Source: an optimization exercise on an open RTL-to-GDS flow (aim: small area). Production flows keep margins and buffers that such runs may drop.
Where RTL was checked, it was by simulation tests only, not by an equivalence proof against the original.

Design fft_1, start of the top module:
module fft_1(reset, x_re0, x_re1, x_im0, x_im1, y_re0, y_re1, y_im0, y_im1, x_re2, x_re3, x_re4, x_re5, x_re6, x_re7, x_im2, x_im3, x_im4, x_im5, x_im6, x_im7, y_re2, y_re3, y_re4, y_re5, y_re6, y_re7,  y_im2, y_im3, y_im4, y_im5, y_im6, y_im7, clk);
Size: roughly 250 flip-flops, about 510 I/O pins, ~0.034 mm2 of cells after synthesis.
clock: 25.0 ns
lec_check: 0
cap_margin: 0
core_margin: 2
core_utilization: 60
cts_buf_list: sky130_fd_sc_hd__clkbuf_4
cts_cluster_diameter: 50
cts_cluster_size: 10
place_density: 0.7
slew_margin: 0
synth_hierarchical: 1
standard.sh (not shown) runs the stock make flow with config.mk's settings and CLKGATE_MAP_FILE= SYNTH_SCRIPT=/design/flow/synth_recipe.tcl, a recipe that flattens the netlist after the stock synthesis.
==> flow/flow/run.sh <==
#!/bin/bash
# Standard ORFS layout, with the port buffers made of the smallest buffer
# (buffer_ports otherwise picks clkdlybuf4s50_1, a delay cell).
set -euo pipefail
export BUFFER_PORTS_ARGS="-buffer_cell sky130_fd_sc_hd__buf_1"
bash standard.sh > standard.log 2>&1
==> next run, changes <==
--- a/flow/config.mk
+++ b/flow/config.mk
@@ -7,3 +7,3 @@
 export LEC_CHECK = 0
-export CAP_MARGIN = 0
+export CAP_MARGIN = 20
 export CORE_MARGIN = 2
@@ -14,3 +14,3 @@
 export PLACE_DENSITY = 0.7
-export SLEW_MARGIN = 0
+export SLEW_MARGIN = 20
 export SYNTH_HIERARCHICAL = 1
Effect: The new run completed with no timing, DRC or antenna violations. Count of clock-buffer cells in the layout stays the same. Final area barely changes. Non-clock buffer count went up by 1. Global-route usage does not change. Worst setup slack loses 12 ps. Area after synthesis does not change. Routed wire length stays flat. Maximum frequency stays flat.
No functional check of the RTL was part of any run of this note.

---

Another version of the RTL of fft_1 (not shown whole).
Size in the first run: roughly 510 I/O pins.
Settings: LEC_CHECK=0, CAP_MARGIN=0, CORE_MARGIN=2, CORE_UTILIZATION=60, CTS_BUF_LIST=sky130_fd_sc_hd__clkbuf_4, CTS_CLUSTER_DIAMETER=50, CTS_CLUSTER_SIZE=10, PLACE_DENSITY=0.7, SLEW_MARGIN=0, SYNTH_HIERARCHICAL=1; clock period 25.0 ns.
==> flow/flow/run.sh <==
#!/bin/bash
# Standard ORFS layout with two changes:
#  - the port buffers are the smallest buffer (buffer_ports otherwise picks
#    clkdlybuf4s50_1, a delay cell);
#  - clock tree synthesis adds no dummy loads at the clock tree leaves.
set -euo pipefail
export BUFFER_PORTS_ARGS="-buffer_cell sky130_fd_sc_hd__buf_1"
export CTS_ARGS="-sink_clustering_enable -repair_clock_nets -sink_clustering_size 10 -sink_clustering_max_diameter 50 -buf_list sky130_fd_sc_hd__clkbuf_4 -dont_use_dummy_load"
bash standard.sh > standard.log 2>&1
Then changed:
==> flow/flow/run.sh (replaced) <==
#!/bin/bash
# Standard ORFS layout, with the port buffers made of the smallest buffer
# (buffer_ports otherwise picks clkdlybuf4s50_1, a delay cell).
set -euo pipefail
export BUFFER_PORTS_ARGS="-buffer_cell sky130_fd_sc_hd__buf_1"
bash standard.sh > standard.log 2>&1
Via count climbs slightly.
Worst setup slack loses 0.060 ns.
Global-route usage barely changes.
Utilization went up by 0.44 points.
Final area grows slightly.
Hold slack gets worse by 0.0034 ns.
Maximum frequency is lower slightly.
Flip-flop and latch count stays the same.

---

## the baseline
fft_1, a different RTL version from the one above (not shown whole).
Size in the first run: about 2200 cells after synthesis, roughly 260 flip-flops, about 510 I/O pins.
clock: 25.0 ns
lec_check: 0
cap_margin: 20
core_margin: 2
core_utilization: 60
cts_buf_list: sky130_fd_sc_hd__clkbuf_4
cts_cluster_diameter: 50
cts_cluster_size: 10
place_density: 0.7
slew_margin: 20
synth_hierarchical: 1
==> flow/flow/run.sh <==
#!/bin/bash
# Standard ORFS layout, with the port buffers made of the smallest buffer
# (buffer_ports otherwise picks clkdlybuf4s50_1, a delay cell).
set -euo pipefail
export BUFFER_PORTS_ARGS="-buffer_cell sky130_fd_sc_hd__buf_1"
bash standard.sh > standard.log 2>&1
Edits applied to the flow inputs when going from the baseline to the candidate:
Settings: a change of CTS_BUF_LIST from sky130_fd_sc_hd__clkbuf_4 to sky130_fd_sc_hd__clkbuf_8; a change of CTS_CLUSTER_DIAMETER from 50 to 60; a change of CTS_CLUSTER_SIZE from 10 to 16.
--- outcome ---
From the baseline to the candidate the numbers moved as follows: count of unique library cells instantiated by Yosys about even; worst setup slack rose 0.13 ns; met3 demand-to-capacity share in global routing rose 0.32 points.
Comparing the candidate and the baseline, global-route total usage across every layer is lower on the candidate.
Final clock period utilization by the worst path: the candidate lower than the baseline
The fmax of the candidate is higher than that of the baseline.
Number of routed nets with antenna violations came out exactly the same in the candidate and the baseline.
In the candidate relative to the baseline, number of vias per cell after detailed routing had gone up slightly.
The candidate closes out successfully: all stages finished, all timing, DRC and antenna checks passed.
No functional check of the RTL was part of any run of this note.

---

Setup of build 8:
fft_1, a different RTL version from the one above (not shown whole).
For scale: about 510 I/O pins.
Design fft_1, start of the top module:
module fft_1(reset, x_re0, x_re1, x_im0, x_im1, y_re0, y_re1, y_im0, y_im1, x_re2, x_re3, x_re4, x_re5, x_re6, x_re7, x_im2, x_im3, x_im4, x_im5, x_im6, x_im7, y_re2, y_re3, y_re4, y_re5, y_re6, y_re7,  y_im2, y_im3, y_im4, y_im5, y_im6, y_im7, clk);
clock: 25.0 ns
lec_check: 0
cap_margin: 20
core_margin: 2
core_utilization: 45
place_density: 0.6
slew_margin: 20
synth_hierarchical: 1
run.sh (not shown) runs the stock make flow with config.mk's settings and CLKGATE_MAP_FILE= SYNTH_SCRIPT=/design/flow/synth_recipe.tcl, a recipe that flattens the netlist after the stock synthesis.
Stock flow here: none of the scripts above is used.
In summary, build 8 completed successfully, with a layout that passed the timing, DRC and antenna checks.
Inputs modified between build 8 and trial 76:
==> flow/flow/run.sh (new file) <==
#!/bin/bash
# Standard ORFS layout, with the port buffers made of the smallest buffer
# (buffer_ports otherwise picks clkdlybuf4s50_1, a delay cell).
set -euo pipefail
export BUFFER_PORTS_ARGS="-buffer_cell sky130_fd_sc_hd__buf_1"
bash standard.sh > standard.log 2>&1
==> flow/standard.sh (new file) <==
#!/bin/bash
# synth_recipe.tcl (not shown) runs the flow's synth.tcl, then flattens the netlist and writes it again
# the make line also repeats each setting of config.mk as NAME=value (left out here)
make -C /OpenROAD-flow-scripts/flow DESIGN_CONFIG=/design/flow/config.mk WORK_HOME=/design/flow/orfs CLKGATE_MAP_FILE= SYNTH_SCRIPT=/design/flow/synth_recipe.tcl "${@:-finish}"
removed: flow/run.sh
Results
Number of global-route vias before repair across trial 76 and build 8: no real change. Trial 76 vs build 8 — highest cell delay on the worst timing path dropped 0.07 ns. Looking at core utilization, trial 76 sits 4.2 points lower than build 8 does. Sequential share of layout area, trial 76 and build 8: lower on build 8.

---

## the reference run
Another version of the RTL of fft_1 (not shown whole).
Design fft_1, start of the top module:
module fft_1(reset, x_re0, x_re1, x_im0, x_im1, y_re0, y_re1, y_im0, y_im1, x_re2, x_re3, x_re4, x_re5, x_re6, x_re7, x_im2, x_im3, x_im4, x_im5, x_im6, x_im7, y_re2, y_re3, y_re4, y_re5, y_re6, y_re7,  y_im2, y_im3, y_im4, y_im5, y_im6, y_im7, clk);
export LEC_CHECK = 0
export CAP_MARGIN = 0
export CORE_MARGIN = 2
export CORE_UTILIZATION = 60
export CTS_BUF_LIST = sky130_fd_sc_hd__clkbuf_4
export CTS_CLUSTER_DIAMETER = 50
export CTS_CLUSTER_SIZE = 10
export PLACE_DENSITY = 0.7
export SLEW_MARGIN = 0
export SYNTH_HIERARCHICAL = 1
create_clock -name core_clock -period 25.0 [get_ports {clk}]
standard.sh (not shown) runs the stock make flow with config.mk's settings and CLKGATE_MAP_FILE= SYNTH_SCRIPT=/design/flow/synth_recipe.tcl, a recipe that flattens the netlist after the stock synthesis.
==> flow/flow/run.sh <==
#!/bin/bash
# Standard ORFS layout with two changes:
#  - the port buffers are the smallest buffer (buffer_ports otherwise picks
#    clkdlybuf4s50_1, a delay cell);
#  - clock tree synthesis adds no dummy loads at the clock tree leaves.
set -euo pipefail
export BUFFER_PORTS_ARGS="-buffer_cell sky130_fd_sc_hd__buf_1"
export CTS_ARGS="-sink_clustering_enable -repair_clock_nets -sink_clustering_size 10 -sink_clustering_max_diameter 50 -buf_list sky130_fd_sc_hd__clkbuf_4 -dont_use_dummy_load"
bash standard.sh > standard.log 2>&1
### the reference run -> the trial run
- changing PLACE_DENSITY from 0.7 to 0.8
### Flow results
Between the trial run and the reference run, the setup slack is lower for the trial run. Reported for the trial run and the reference run, number of nets with antenna violations after detailed routing turned out identical to the last digit. As far as count of max-cap constraint violations goes, the trial run and the reference run are indistinguishable; the numbers are identical. ~same total via count in the routed design in the trial run and the reference run. The core utilization was comparable across the trial run and the reference run. Taking the reference run as the reference, in the trial run fraction of standard cell area that is sequential has remained practically unchanged, final instance area neither gained nor lost much, slew at the pin closest to its max-slew limit +0.080 ns. Compared to the reference run, the router laid down less metal wire for the trial run.

-- separate check: timing with driven ports --
Ports are ideal in the flow. The routed layouts listed here were re-timed in OpenROAD. Step 1 assumes that a clkbuf_16 drives the clock port and a buf_2 every other input. Step 2 adds t to the input delays and takes it off the output delays; t is the mean of the earliest and latest rising clock arrival at the registers after step 1. Input paths then give back, and output paths get back, about the clock's delay inside the block. Slacks: ideal / step 1 / step 2; pairs: ideal / step 1.
run | t, ns | slack for setup (ns) | worst setup path at the end | worst data-port slew with drivers (ns) | cell pins on the clock port's net
the first run of note 1 | 0.791 | 6.854 / 6.883 / 6.092 | input to register | 0.09 | 1
the second run of note 1 | 0.794 | 6.843 / 6.869 / 6.075 | input to register | 0.09 | 1
the first run of note 2 | 0.773 | 5.145 / 5.091 / 5.864 | register to output | 0.13 | 1
the second run of note 2 | 0.809 | 5.085 / 5.031 / 5.840 | register to output | 0.15 | 1
the baseline | 0.837 | 0.751 / 0.690 / 1.526 | register to output | 0.08 | 1
the candidate | 0.717 | 0.881 / 0.820 / 1.537 | register to output | 0.09 | 1
build 8 | 0.635 | 0.665 / 0.597 / 1.233 | register to output | 0.16 | 1
trial 76 | 0.627 | 0.827 / 0.756 / 1.383 | register to output | 0.09 | 1
the reference run | 0.696 | 5.244 / 5.192 / 5.887 | register to output | 0.12 | 1
the trial run | 0.756 | 5.143 / 5.089 / 5.845 | register to output | 0.10 | 1
After both steps setup and hold are still met in every run listed. The setup slack of the second run of note 1, which loses most, moves by +0.026 ns with the drivers and by -0.768 ns with both steps.
